Source: an optimization exercise on an open RTL-to-GDS flow (aim: small area). Production flows keep margins and buffers that such runs may drop. RTL that was checked went through simulation tests only; none was proved equivalent to the original. Power figures rest on the tool's default switching activity, not on a simulated workload.

job 105:
==> module fpa_pround, before the edit <==
module fpa_pround ( input wire [27:0] u, input wire sub, input wire [7:0] ex,
                    output wire [27:0] rn, output wire rovf, output wire [2:0] tc,
                    output wire hp01 );
wire [27:0] r;
assign rn = ~r;
wire t0 = ~sub & u[27];
wire t1 = sub ? (u[26] | (ex[7:1] == 7'd0)) : ~u[27];
wire t2 = sub & ~u[26] & u[25] & (ex[7:1] != 7'd0);
wire rnd0 = u[3] & (u[2] | u[1] | u[4]);
wire rnd1 = u[2] & (u[1] | u[0] | u[3]);
wire rnd2 = u[1] & (u[0] | u[2]);
wire c2 = t2 & rnd2;
wire c3 = (u[2] & c2) | (t1 & rnd1);
wire c4 = (u[3] & c3) | (t0 & rnd0);
assign r[1:0] = u[1:0];
assign r[2] = u[2] ^ c2;
assign r[3] = u[3] ^ c3;
wire [23:0] x = u[27:4];
wire [6:0]  gc;                         
assign gc[0] = c4;
genvar i;
generate for (i = 0; i < 6; i = i + 1) begin : g_grp
  assign gc[i+1] = gc[i] & (&x[4*i+3:4*i]);
end endgenerate
generate for (i = 0; i < 24; i = i + 1) begin : g_bit
  if ((i % 4) == 0) begin : g0
    assign r[4+i] = x[i] ^ gc[i/4];
  end else begin : g1
    assign r[4+i] = x[i] ^ (gc[i/4] & (&x[i-1:(i/4)*4]));
  end
end endgenerate
assign rovf = (t0 & gc[6]) | (t1 & r[27]) | (t2 & r[26]);
assign tc = {t2, t1, t0};
assign hp01 = t0 | (t1 & u[26]) | (t2 & u[25]);
endmodule
==> module fpa_final, before the edit <==
module fpa_final ( input wire n26, input wire [7:0] ex, input wire [4:0] t,
                   input wire rovf, input wire [2:0] tc, input wire hp01,
                   output wire [7:0] e );
wire        hp = hp01 | (~|tc & n26);
wire [7:0]  e2 = ex + 8'd1 - t + rovf;
assign e = e2 & {8{hp}};
endmodule
==> flow/config.mk <==
export PLATFORM = sky130hd
export DESIGN_NAME = fp_adder_top
export DESIGN_NICKNAME = fp_adder_top
export VERILOG_FILES = /design/flow/design.v
export SDC_FILE = /design/flow/constraint.sdc
export NUM_CORES = 4
export LEC_CHECK = 0
export CAP_MARGIN = 10
export CORE_MARGIN = 2
export CORE_UTILIZATION = 65
export CTS_BUF_LIST = sky130_fd_sc_hd__clkbuf_8
export SLEW_MARGIN = 10
export SYNTH_HIERARCHICAL = 1
export SYNTH_MINIMUM_KEEP_SIZE = 0
==> flow/constraint.sdc <==
create_clock -name core_clock -period 15.0 [get_ports {clk}]
set_input_delay 3.0000 -clock core_clock [delete_from_list [all_inputs] [get_ports {clk}]]
set_output_delay 3.0000 -clock core_clock [all_outputs]
set_load 0.01 [all_outputs]
standard.sh (not shown) runs the stock make flow with config.mk's settings and CLKGATE_MAP_FILE= SYNTH_SCRIPT=/design/flow/synth_recipe.tcl, a recipe that flattens the netlist after the stock synthesis.
==> flow/flow/run.sh <==
#!/bin/bash
# Layout flow: the standard ORFS flow with two changes:
#  - synthesis maps logic with the ABC script in flow/abc_area.script (ABC_AREA=1),
#  - port buffers are sky130_fd_sc_hd__buf_1.
# Each tool's output stays in orfs/logs/; make's own output goes to flow_make.log.
set -euo pipefail
F=$(pwd)
mkdir -p "$F/scripts"
for f in "$FLOW_HOME"/scripts/*; do ln -sf "$f" "$F/scripts/"; done
rm -f "$F/scripts/abc_area.script"
cp "$F/flow/abc_area.script" "$F/scripts/abc_area.script"
EXTRA=$(cat "$F/flow/extra_make_args" 2>/dev/null || true)
sed "s#\"\${@:-finish}\"#SCRIPTS_DIR=$F/scripts ABC_AREA=1 BUFFER_PORTS_ARGS='-buffer_cell sky130_fd_sc_hd__buf_1' $EXTRA \"\${@:-finish}\"#" standard.sh > "$F/my_standard.sh"
bash "$F/my_standard.sh" > "$F/flow_make.log" 2>&1
==> flow/flow/abc_area.script <==
strash
&get -n
&st
&dch -f
&nf -R 1000
&put
==> flow/flow/extra_make_args <==
ADDER_MAP_FILE= SYNTH_INSBUF=0 SYNTH_OPERATIONS_ARGS=-noshare
Modified inputs, job 101 compared to job 105
diff --git a/flow/design.v b/flow/design.v
--- a/flow/design.v
+++ b/flow/design.v
@@ -160,30 +160,37 @@
 wire c3 = (u[2] & c2) | (t1 & rnd1);
 wire c4 = (u[3] & c3) | (t0 & rnd0);
 assign r[1:0] = u[1:0];
 assign r[2] = u[2] ^ c2;
 assign r[3] = u[3] ^ c3;
 wire [23:0] x = u[27:4];
-wire [6:0]  gc;                         
-assign gc[0] = c4;
+wire [5:0]  ag;
 genvar i;
-generate for (i = 0; i < 6; i = i + 1) begin : g_grp
-  assign gc[i+1] = gc[i] & (&x[4*i+3:4*i]);
+generate for (i = 0; i < 6; i = i + 1) begin : g_ag
+  assign ag[i] = &x[4*i+3:4*i];
 end endgenerate
+wire [5:0]  pg;                         
+assign pg[0] = ag[0];
+assign pg[1] = ag[0] & ag[1];
+assign pg[2] = pg[1] & ag[2];
+assign pg[3] = pg[1] & ag[2] & ag[3];
+assign pg[4] = pg[3] & ag[4];
+assign pg[5] = pg[3] & ag[4] & ag[5];
+wire [5:0]  gc = {pg[4:0], 1'b1} & {6{c4}};
 generate for (i = 0; i < 24; i = i + 1) begin : g_bit
   if ((i % 4) == 0) begin : g0
     assign r[4+i] = x[i] ^ gc[i/4];
   end else begin : g1
     assign r[4+i] = x[i] ^ (gc[i/4] & (&x[i-1:(i/4)*4]));
   end
 end endgenerate
-assign rovf = (t0 & gc[6]) | (t1 & r[27]) | (t2 & r[26]);
+assign rovf = (t0 & rnd0 & (&u[27:4])) | (t1 & rnd1 & (&u[26:3])) | (t2 & rnd2 & (&u[25:2]));
 assign tc = {t2, t1, t0};
 assign hp01 = t0 | (t1 & u[26]) | (t2 & u[25]);
 endmodule
 module fpa_final ( input wire n26, input wire [7:0] ex, input wire [4:0] t,
                    input wire rovf, input wire [2:0] tc, input wire hp01,
                    output wire [7:0] e );
 wire        hp = hp01 | (~|tc & n26);
-wire [7:0]  e2 = ex + 8'd1 - t + rovf;
+wire [7:0]  e2 = (ex + 8'd1 + rovf) - t;
 assign e = e2 & {8{hp}};
 endmodule
- The total global routing track utilization number comes out lower for job 105 vs job 101.
- Going from job 105 to job 101, via count of the first global-routing pass grew by a few percent.
- DRC violation count after routing came out exactly the same in job 105 and job 101.
- Of job 101 and job 105, it is job 101 that has the higher cell count after synthesis.
- Re post-route fraction of the period consumed by the critical path: job 101 is 1.9 points down on job 105.
- Job 101 against job 105: tapcell count flat; netlist area before placement up about 0.6%.
- Going from job 105 to job 101, design area shrank slightly.
- Arrival time of data at the critical path endpoint (lower): job 101
- Job 101 finished every step from synthesis to the final layout, and the layout passed the timing, design-rule and antenna checks.
- Job 101 drops more vias than job 105.
- Compared with job 105, in job 101 highest clock frequency the design can meet has increased; total power barely changed; time the final worst path needs with I/O delays and setup decreased by 290 ps relative to the old numbers.

* * *

== the reference run ==
Another version of the RTL of fp_adder_top (not shown whole).
Size: roughly 920 cells after synthesis, roughly 7300 um^2 of cells after synthesis.
==> module fpa_pround, before the edit <==
module fpa_pround ( input wire [27:0] u, input wire sub, input wire [7:0] ex,
                    output wire [27:0] rn, output wire rovf, output wire [2:0] tc,
                    output wire hp01 );
wire [27:0] r;
assign rn = ~r;
wire t0 = ~sub & u[27];
wire t1 = sub ? (u[26] | (ex[7:1] == 7'd0)) : ~u[27];
wire t2 = sub & ~u[26] & u[25] & (ex[7:1] != 7'd0);
wire rnd0 = u[3] & (u[2] | u[1] | u[4]);
wire rnd1 = u[2] & (u[1] | u[0] | u[3]);
wire rnd2 = u[1] & (u[0] | u[2]);
wire c2 = t2 & rnd2;
wire c3 = (u[2] & c2) | (t1 & rnd1);
wire c4 = (u[3] & c3) | (t0 & rnd0);
assign r[1:0] = u[1:0];
assign r[2] = u[2] ^ c2;
assign r[3] = u[3] ^ c3;
wire [23:0] x = u[27:4];
wire [5:0]  ag;
genvar i;
generate for (i = 0; i < 6; i = i + 1) begin : g_ag
  assign ag[i] = &x[4*i+3:4*i];
end endgenerate
wire [5:0]  pg;                         
assign pg[0] = ag[0];
assign pg[1] = ag[0] & ag[1];
assign pg[2] = pg[1] & ag[2];
assign pg[3] = pg[1] & ag[2] & ag[3];
assign pg[4] = pg[3] & ag[4];
assign pg[5] = pg[3] & ag[4] & ag[5];
wire [5:0]  gc = {pg[4:0], 1'b1} & {6{c4}};
generate for (i = 0; i < 24; i = i + 1) begin : g_bit
  if ((i % 4) == 0) begin : g0
    assign r[4+i] = x[i] ^ gc[i/4];
  end else begin : g1
    assign r[4+i] = x[i] ^ (gc[i/4] & (&x[i-1:(i/4)*4]));
  end
end endgenerate
assign rovf = (t0 & rnd0 & (&u[27:4])) | (t1 & rnd1 & (&u[26:3])) | (t2 & rnd2 & (&u[25:2]));
assign tc = {t2, t1, t0};
assign hp01 = t0 | (t1 & u[26]) | (t2 & u[25]);
endmodule
clock: 15.0 ns
lec_check: 0
cap_margin: 10
core_margin: 2
core_utilization: 55
setup_slack_margin: -0.5
slew_margin: 10
synth_hierarchical: 1
synth_minimum_keep_size: 0
==> flow/flow/run.sh <==
#!/bin/bash
# Layout flow: the standard ORFS flow (standard.sh), with these changes:
#  - synthesis maps each module with the ABC script flow/abc_area.script
#    (ABC_AREA=1; the script replaces ORFS's abc_area.script in a scripts
#    folder of links to ORFS's scripts),
#  - port buffers are sky130_fd_sc_hd__buf_1,
set -euo pipefail
F=$(pwd)
mkdir -p "$F/scripts"
for f in "$FLOW_HOME"/scripts/*; do ln -sf "$f" "$F/scripts/"; done
rm -f "$F/scripts/abc_area.script"
cp "$F/flow/abc_area.script" "$F/scripts/abc_area.script"
EXTRA=$(cat "$F/flow/extra_make_args" 2>/dev/null || true)
sed "s#\"\${@:-finish}\"#SCRIPTS_DIR=$F/scripts ABC_AREA=1 BUFFER_PORTS_ARGS='-buffer_cell sky130_fd_sc_hd__buf_1' $EXTRA \"\${@:-finish}\"#" standard.sh > "$F/my_standard.sh"
bash "$F/my_standard.sh" > "$F/flow_make.log" 2>&1
==> flow/flow/abc_area.script <==
strash
&get -n
&st
&dch -f
&nf -R 1000 -p
&put
==> flow/flow/extra_make_args <==
ADDER_MAP_FILE= SYNTH_INSBUF=0 SYNTH_OPERATIONS_ARGS=-noshare CTS_ARGS='-sink_clustering_enable -repair_clock_nets -buf_list sky130_fd_sc_hd__clkbuf_8 -dont_use_dummy_load'
Input changes introduced in the trial run (baseline for comparison: the reference run):
-- flow/design.v --
<<< the reference run, line 119
assign y = ~((a1 | a2) & b1);
endmodule
module fpa_nand2 ( input wire a, input wire b, output wire y );
assign y = ~(a & b);
>>> the trial run, line 119
assign y = ~((a1 | a2) & b1);
endmodule
module fpa_and2 ( input wire a, input wire b, output wire y );
assign y = a & b;
endmodule
module fpa_and3 ( input wire a, input wire b, input wire c, output wire y );
assign y = a & b & c;
endmodule
module fpa_and4 ( input wire a, input wire b, input wire c, input wire d, output wire y );
assign y = a & b & c & d;
endmodule
module fpa_nand2 ( input wire a, input wire b, output wire y );
assign y = ~(a & b);
<<< the reference run, line 189
assign r[3] = u[3] ^ c3;
wire [23:0] x = u[27:4];
wire [5:0]  ag;
genvar i;
generate for (i = 0; i < 6; i = i + 1) begin : g_ag
  assign ag[i] = &x[4*i+3:4*i];
end endgenerate
wire [5:0]  pg;                         
assign pg[0] = ag[0];
assign pg[1] = ag[0] & ag[1];
assign pg[2] = pg[1] & ag[2];
assign pg[3] = pg[1] & ag[2] & ag[3];
assign pg[4] = pg[3] & ag[4];
assign pg[5] = pg[3] & ag[4] & ag[5];
wire [5:0]  gc = {pg[4:0], 1'b1} & {6{c4}};
generate for (i = 0; i < 24; i = i + 1) begin : g_bit
>>> the trial run, line 198
assign r[3] = u[3] ^ c3;
wire [23:0] x = u[27:4];
wire [5:0]  ag, pg;                     
genvar i;
generate for (i = 0; i < 6; i = i + 1) begin : g_ag
  fpa_and4 u_a (.a(x[4*i]), .b(x[4*i+1]), .c(x[4*i+2]), .d(x[4*i+3]), .y(ag[i]));
end endgenerate
assign pg[0] = ag[0];
fpa_and2 u_p1 (.a(ag[0]), .b(ag[1]), .y(pg[1]));
fpa_and2 u_p2 (.a(pg[1]), .b(ag[2]), .y(pg[2]));
fpa_and3 u_p3 (.a(pg[1]), .b(ag[2]), .c(ag[3]), .y(pg[3]));
fpa_and2 u_p4 (.a(pg[3]), .b(ag[4]), .y(pg[4]));
fpa_and3 u_p5 (.a(pg[3]), .b(ag[4]), .c(ag[5]), .y(pg[5]));
wire [5:0]  gc = {pg[4:0], 1'b1} & {6{c4}};
generate for (i = 0; i < 24; i = i + 1) begin : g_bit
<<< the reference run, line 209
  end
end endgenerate
assign rovf = (t0 & rnd0 & (&u[27:4])) | (t1 & rnd1 & (&u[26:3])) | (t2 & rnd2 & (&u[25:2]));
assign tc = {t2, t1, t0};
assign hp01 = t0 | (t1 & u[26]) | (t2 & u[25]);
>>> the trial run, line 217
  end
end endgenerate
wire        a22_0 = pg[4] & x[20] & x[21] & x[22];       
assign rovf = (t0 & rnd0 & pg[5]) | (t1 & rnd1 & u[3] & a22_0) |
              (t2 & rnd2 & u[3] & u[2] & pg[4] & x[20] & x[21]);
assign tc = {t2, t1, t0};
assign hp01 = t0 | (t1 & u[26]) | (t2 & u[25]);
[summary]
Between the reference run and the trial run, the power figures differ only marginally. Largest incremental delay on the critical path, the reference run and the trial run: larger value in the trial run. Compared with the reference run, in the trial run maximum clock skew at final layout comparable, cell-internal power held steady. The power density over the cells was comparable across the reference run and the trial run. The reference run -> the trial run: buffer share of cell area flat. On final cycle utilization of the critical path: the trial run sits above the reference run. Status: design area parity (the reference run, the trial run). Critical path depth shrinks by more than 10% when moving from the reference run to the trial run. Diff the reference run..the trial run | footprint of the flip-flops and latches | unchanged. The trial run: switching power summed over all nets 0.33% above the reference run. Buffer and inverter count on the worst path delta for the trial run relative to the reference run: 2 higher. The lower routed wire length per instance of the reference run and the trial run is in the trial run. Between the reference run and the trial run, the flow reports post-layout net count increasing slightly.
Only the layout flow was run in the trial run; the RTL was not checked for function there.

* * *

## main
fp_adder_top, a different RTL version from the one above (not shown whole).
Size: roughly 97 I/O pins, ~0.0072 mm^2 of cells after synthesis.
==> module fpa_and2, before the edit <==
module fpa_and2 ( input wire a, input wire b, output wire y );
assign y = a & b;
endmodule
==> module fpa_and3, before the edit <==
module fpa_and3 ( input wire a, input wire b, input wire c, output wire y );
assign y = a & b & c;
endmodule
==> module fpa_and4, before the edit <==
module fpa_and4 ( input wire a, input wire b, input wire c, input wire d, output wire y );
assign y = a & b & c & d;
endmodule
==> module fpa_addsub, before the edit <==
module fpa_addsub ( input wire hx, input wire [22:0] mxn, input wire [25:0] al,
                    input wire sticky, input wire sub,
                    output wire [27:0] u );
wire [27:0] aa = {1'b0, hx, ~mxn, 3'b000};
wire [27:0] bb = {1'b0, al, sticky} ^ {28{sub}};
assign u[0] = bb[0] ^ sub;
assign u[1] = bb[1] ^ (bb[0] & sub);
assign u[2] = bb[2] ^ (bb[1] & bb[0] & sub);
wire [27:3] p = aa[26:3] ^ bb[26:3], g = aa[26:3] & bb[26:3];
wire [27:3] c;                         
assign c[3] = bb[2] & bb[1] & bb[0] & sub;
genvar i;
generate for (i = 3; i < 27; i = i + 1) begin : g_add
  if ((i % 2) == 1) begin : g_t           
    assign u[i] = p[i] ^ c[i];
    fpa_aoi21 u_c (.a1(p[i]), .a2(c[i]), .b(g[i]), .y(c[i+1]));
  end else begin : g_n                    
    assign u[i] = ~(p[i] ^ c[i]);
    fpa_oai21 u_c (.a1(~p[i]), .a2(c[i]), .b1(~g[i]), .y(c[i+1]));
  end
end endgenerate
assign u[27] = c[27] & ~sub;           
endmodule
==> module fpa_pround, before the edit <==
module fpa_pround ( input wire [27:0] u, input wire sub, input wire [7:0] ex,
                    output wire [27:0] rn, output wire rovf, output wire [2:0] tc,
                    output wire hp01 );
wire [27:0] r;
assign rn = ~r;
wire t0 = ~sub & u[27];
wire t1 = sub ? (u[26] | (ex[7:1] == 7'd0)) : ~u[27];
wire t2 = sub & ~u[26] & u[25] & (ex[7:1] != 7'd0);
wire rnd0 = u[3] & (u[2] | u[1] | u[4]);
wire rnd1 = u[2] & (u[1] | u[0] | u[3]);
wire rnd2 = u[1] & (u[0] | u[2]);
wire c2 = t2 & rnd2;
wire c3 = (u[2] & c2) | (t1 & rnd1);
wire c4 = (u[3] & c3) | (t0 & rnd0);
assign r[1:0] = u[1:0];
assign r[2] = u[2] ^ c2;
assign r[3] = u[3] ^ c3;
wire [23:0] x = u[27:4];
wire [5:0]  ag, pg;                     
genvar i;
generate for (i = 0; i < 6; i = i + 1) begin : g_ag
  fpa_and4 u_a (.a(x[4*i]), .b(x[4*i+1]), .c(x[4*i+2]), .d(x[4*i+3]), .y(ag[i]));
end endgenerate
assign pg[0] = ag[0];
fpa_and2 u_p1 (.a(ag[0]), .b(ag[1]), .y(pg[1]));
fpa_and2 u_p2 (.a(pg[1]), .b(ag[2]), .y(pg[2]));
fpa_and3 u_p3 (.a(pg[1]), .b(ag[2]), .c(ag[3]), .y(pg[3]));
fpa_and2 u_p4 (.a(pg[3]), .b(ag[4]), .y(pg[4]));
fpa_and3 u_p5 (.a(pg[3]), .b(ag[4]), .c(ag[5]), .y(pg[5]));
wire [5:0]  gc = {pg[4:0], 1'b1} & {6{c4}};
generate for (i = 0; i < 24; i = i + 1) begin : g_bit
  if ((i % 4) == 0) begin : g0
    assign r[4+i] = x[i] ^ gc[i/4];
  end else begin : g1
    assign r[4+i] = x[i] ^ (gc[i/4] & (&x[i-1:(i/4)*4]));
  end
end endgenerate
wire        a22_0 = pg[4] & x[20] & x[21] & x[22];       
assign rovf = (t0 & rnd0 & pg[5]) | (t1 & rnd1 & u[3] & a22_0) |
              (t2 & rnd2 & u[3] & u[2] & pg[4] & x[20] & x[21]);
assign tc = {t2, t1, t0};
assign hp01 = t0 | (t1 & u[26]) | (t2 & u[25]);
endmodule
clock: 15.0 ns
lec_check: 0
cap_margin: 10
core_margin: 2
core_utilization: 65
cts_buf_list: sky130_fd_sc_hd__clkbuf_8
slew_margin: 10
synth_hierarchical: 1
synth_minimum_keep_size: 0
==> flow/flow/run.sh <==
#!/bin/bash
# Layout flow: the standard ORFS flow with two changes:
#  - synthesis maps logic with the ABC script in flow/abc_area.script (ABC_AREA=1),
#  - port buffers are sky130_fd_sc_hd__buf_1.
# Each tool's output stays in orfs/logs/; make's own output goes to flow_make.log.
set -euo pipefail
F=$(pwd)
mkdir -p "$F/scripts"
for f in "$FLOW_HOME"/scripts/*; do ln -sf "$f" "$F/scripts/"; done
rm -f "$F/scripts/abc_area.script"
cp "$F/flow/abc_area.script" "$F/scripts/abc_area.script"
EXTRA=$(cat "$F/flow/extra_make_args" 2>/dev/null || true)
sed "s#\"\${@:-finish}\"#SCRIPTS_DIR=$F/scripts ABC_AREA=1 BUFFER_PORTS_ARGS='-buffer_cell sky130_fd_sc_hd__buf_1' $EXTRA \"\${@:-finish}\"#" standard.sh > "$F/my_standard.sh"
bash "$F/my_standard.sh" > "$F/flow_make.log" 2>&1
==> flow/flow/extra_make_args <==
ADDER_MAP_FILE= SYNTH_INSBUF=0 SYNTH_OPERATIONS_ARGS=-noshare
Scripts as last shown in full above: flow/flow/abc_area.script
Input changes introduced in the feature branch (baseline for comparison: main):
--- a/flow/design.v
+++ b/flow/design.v
@@ -116,19 +116,10 @@
 assign y = ~((a1 & a2) | b);
 endmodule
 module fpa_oai21 ( input wire a1, input wire a2, input wire b1, output wire y );
 assign y = ~((a1 | a2) & b1);
 endmodule
-module fpa_and2 ( input wire a, input wire b, output wire y );
-assign y = a & b;
-endmodule
-module fpa_and3 ( input wire a, input wire b, input wire c, output wire y );
-assign y = a & b & c;
-endmodule
-module fpa_and4 ( input wire a, input wire b, input wire c, input wire d, output wire y );
-assign y = a & b & c & d;
-endmodule
 module fpa_nand2 ( input wire a, input wire b, output wire y );
 assign y = ~(a & b);
 endmodule
 module fpa_nor2 ( input wire a, input wire b, output wire y );
 assign y = ~(a | b);
@@ -136,27 +127,21 @@
 module fpa_addsub ( input wire hx, input wire [22:0] mxn, input wire [25:0] al,
                     input wire sticky, input wire sub,
                     output wire [27:0] u );
 wire [27:0] aa = {1'b0, hx, ~mxn, 3'b000};
 wire [27:0] bb = {1'b0, al, sticky} ^ {28{sub}};
-assign u[0] = bb[0] ^ sub;
-assign u[1] = bb[1] ^ (bb[0] & sub);
-assign u[2] = bb[2] ^ (bb[1] & bb[0] & sub);
-wire [27:3] p = aa[26:3] ^ bb[26:3], g = aa[26:3] & bb[26:3];
-wire [27:3] c;                         
-assign c[3] = bb[2] & bb[1] & bb[0] & sub;
-genvar i;
-generate for (i = 3; i < 27; i = i + 1) begin : g_add
-  if ((i % 2) == 1) begin : g_t           
-    assign u[i] = p[i] ^ c[i];
-    fpa_aoi21 u_c (.a1(p[i]), .a2(c[i]), .b(g[i]), .y(c[i+1]));
-  end else begin : g_n                    
-    assign u[i] = ~(p[i] ^ c[i]);
-    fpa_oai21 u_c (.a1(~p[i]), .a2(c[i]), .b1(~g[i]), .y(c[i+1]));
-  end
-end endgenerate
-assign u[27] = c[27] & ~sub;           
+wire [27:0] p = aa ^ bb, g = aa & bb;
+wire [28:0] c;
+assign c[0] = sub;
+genvar i;
+generate for (i = 0; i < 26; i = i + 2) begin : g_add
+  assign u[i]   = p[i] ^ c[i];
+  assign u[i+1] = p[i+1] ^ (g[i] | (p[i] & c[i]));
+  assign c[i+2] = g[i+1] | (p[i+1] & g[i]) | (p[i+1] & p[i] & c[i]);
+end endgenerate
+assign u[26] = p[26] ^ c[26];
+assign u[27] = (g[26] | (p[26] & c[26])) & ~sub;    
 endmodule
 module fpa_lzcap ( input wire [27:0] u, input wire [7:0] ex, input wire sub,
                    output wire [4:0] t );
 wire [31:0] x = {u[27:2], 6'b100000};
 wire [15:0] v1; wire [15:0] p1;
@@ -201,32 +186,31 @@
 wire c4 = (u[3] & c3) | (t0 & rnd0);
 assign r[1:0] = u[1:0];
 assign r[2] = u[2] ^ c2;
 assign r[3] = u[3] ^ c3;
 wire [23:0] x = u[27:4];
-wire [5:0]  ag, pg;                     
+wire [5:0]  ag;
 genvar i;
 generate for (i = 0; i < 6; i = i + 1) begin : g_ag
-  fpa_and4 u_a (.a(x[4*i]), .b(x[4*i+1]), .c(x[4*i+2]), .d(x[4*i+3]), .y(ag[i]));
-end endgenerate
+  assign ag[i] = &x[4*i+3:4*i];
+end endgenerate
+wire [5:0]  pg;                         
 assign pg[0] = ag[0];
-fpa_and2 u_p1 (.a(ag[0]), .b(ag[1]), .y(pg[1]));
-fpa_and2 u_p2 (.a(pg[1]), .b(ag[2]), .y(pg[2]));
-fpa_and3 u_p3 (.a(pg[1]), .b(ag[2]), .c(ag[3]), .y(pg[3]));
-fpa_and2 u_p4 (.a(pg[3]), .b(ag[4]), .y(pg[4]));
-fpa_and3 u_p5 (.a(pg[3]), .b(ag[4]), .c(ag[5]), .y(pg[5]));
+assign pg[1] = ag[0] & ag[1];
+assign pg[2] = pg[1] & ag[2];
+assign pg[3] = pg[1] & ag[2] & ag[3];
+assign pg[4] = pg[3] & ag[4];
+assign pg[5] = pg[3] & ag[4] & ag[5];
 wire [5:0]  gc = {pg[4:0], 1'b1} & {6{c4}};
 generate for (i = 0; i < 24; i = i + 1) begin : g_bit
   if ((i % 4) == 0) begin : g0
     assign r[4+i] = x[i] ^ gc[i/4];
   end else begin : g1
     assign r[4+i] = x[i] ^ (gc[i/4] & (&x[i-1:(i/4)*4]));
   end
 end endgenerate
-wire        a22_0 = pg[4] & x[20] & x[21] & x[22];       
-assign rovf = (t0 & rnd0 & pg[5]) | (t1 & rnd1 & u[3] & a22_0) |
-              (t2 & rnd2 & u[3] & u[2] & pg[4] & x[20] & x[21]);
+assign rovf = (t0 & rnd0 & (&u[27:4])) | (t1 & rnd1 & (&u[26:3])) | (t2 & rnd2 & (&u[25:2]));
 assign tc = {t2, t1, t0};
 assign hp01 = t0 | (t1 & u[26]) | (t2 & u[25]);
 endmodule
 module fpa_final ( input wire n26, input wire [7:0] ex, input wire [4:0] t,
                    input wire rovf, input wire [2:0] tc, input wire hp01,
Findings:
- Compared with main, in the feature branch mapped cell area climbed 66 um^2, worst voltage drop across the vdd grid dropped 0.033 mV, flop-to-flop setup slack dropped 130 ps.
- [compare] base=main new=the feature branch: part of the power in the clock network shows an increase of 0.3 points; placer's final routability congestion estimate shows an increase of about 5%.
- Vias after detailed routing: the feature branch lower than main
- When the final numbers for the feature branch and main were put side by side, the required time reported for the critical path endpoint turned out to be greater in main.
- The feature branch completed end to end with timing, DRC and antenna clean.
- Diff main -> the feature branch: net switching component of the power down 1.0%; final critical-path setup slack lost 130 ps.
The RTL of main was laid out without a check of its function.

afterwards: timing with drivers on the ports:
In the flow no input, the clock included, has a driving cell. The finished layouts below were timed again as built, in two steps.
Step 1 sets driving cells, clkbuf_16 on the clock port and buf_2 on the other inputs (assumed; they add their load-dependent delay and slew).
Step 2 also shifts input and output timing later by t, the mid clock arrival at the registers, as if the neighbouring blocks saw the same clock.
a / b / c = no drivers / after step 1 / after step 2; a / b = the first two.
run | t, ns | setup WS [ns] | worst setup path at the end | worst register clock-pin slew, ns | pins driven straight from the clock port
job 105 | 0.415 | 1.088 / 1.088 / 1.088 | register to register | 0.10 / 0.10 | 1
job 101 | 0.426 | 1.375 / 1.375 / 1.375 | register to register | 0.11 / 0.11 | 1
the reference run | 0.414 | 1.078 / 1.078 / 1.078 | register to register | 0.10 / 0.10 | 1
the trial run | 0.407 | 0.966 / 0.966 / 0.966 | register to register | 0.10 / 0.10 | 1
main | 0.414 | 1.339 / 1.339 / 1.339 | register to register | 0.09 / 0.09 | 1
the feature branch | 0.421 | 1.206 / 1.206 / 1.206 | register to register | 0.09 / 0.09 | 1
After both steps setup and hold are still met in every run listed.
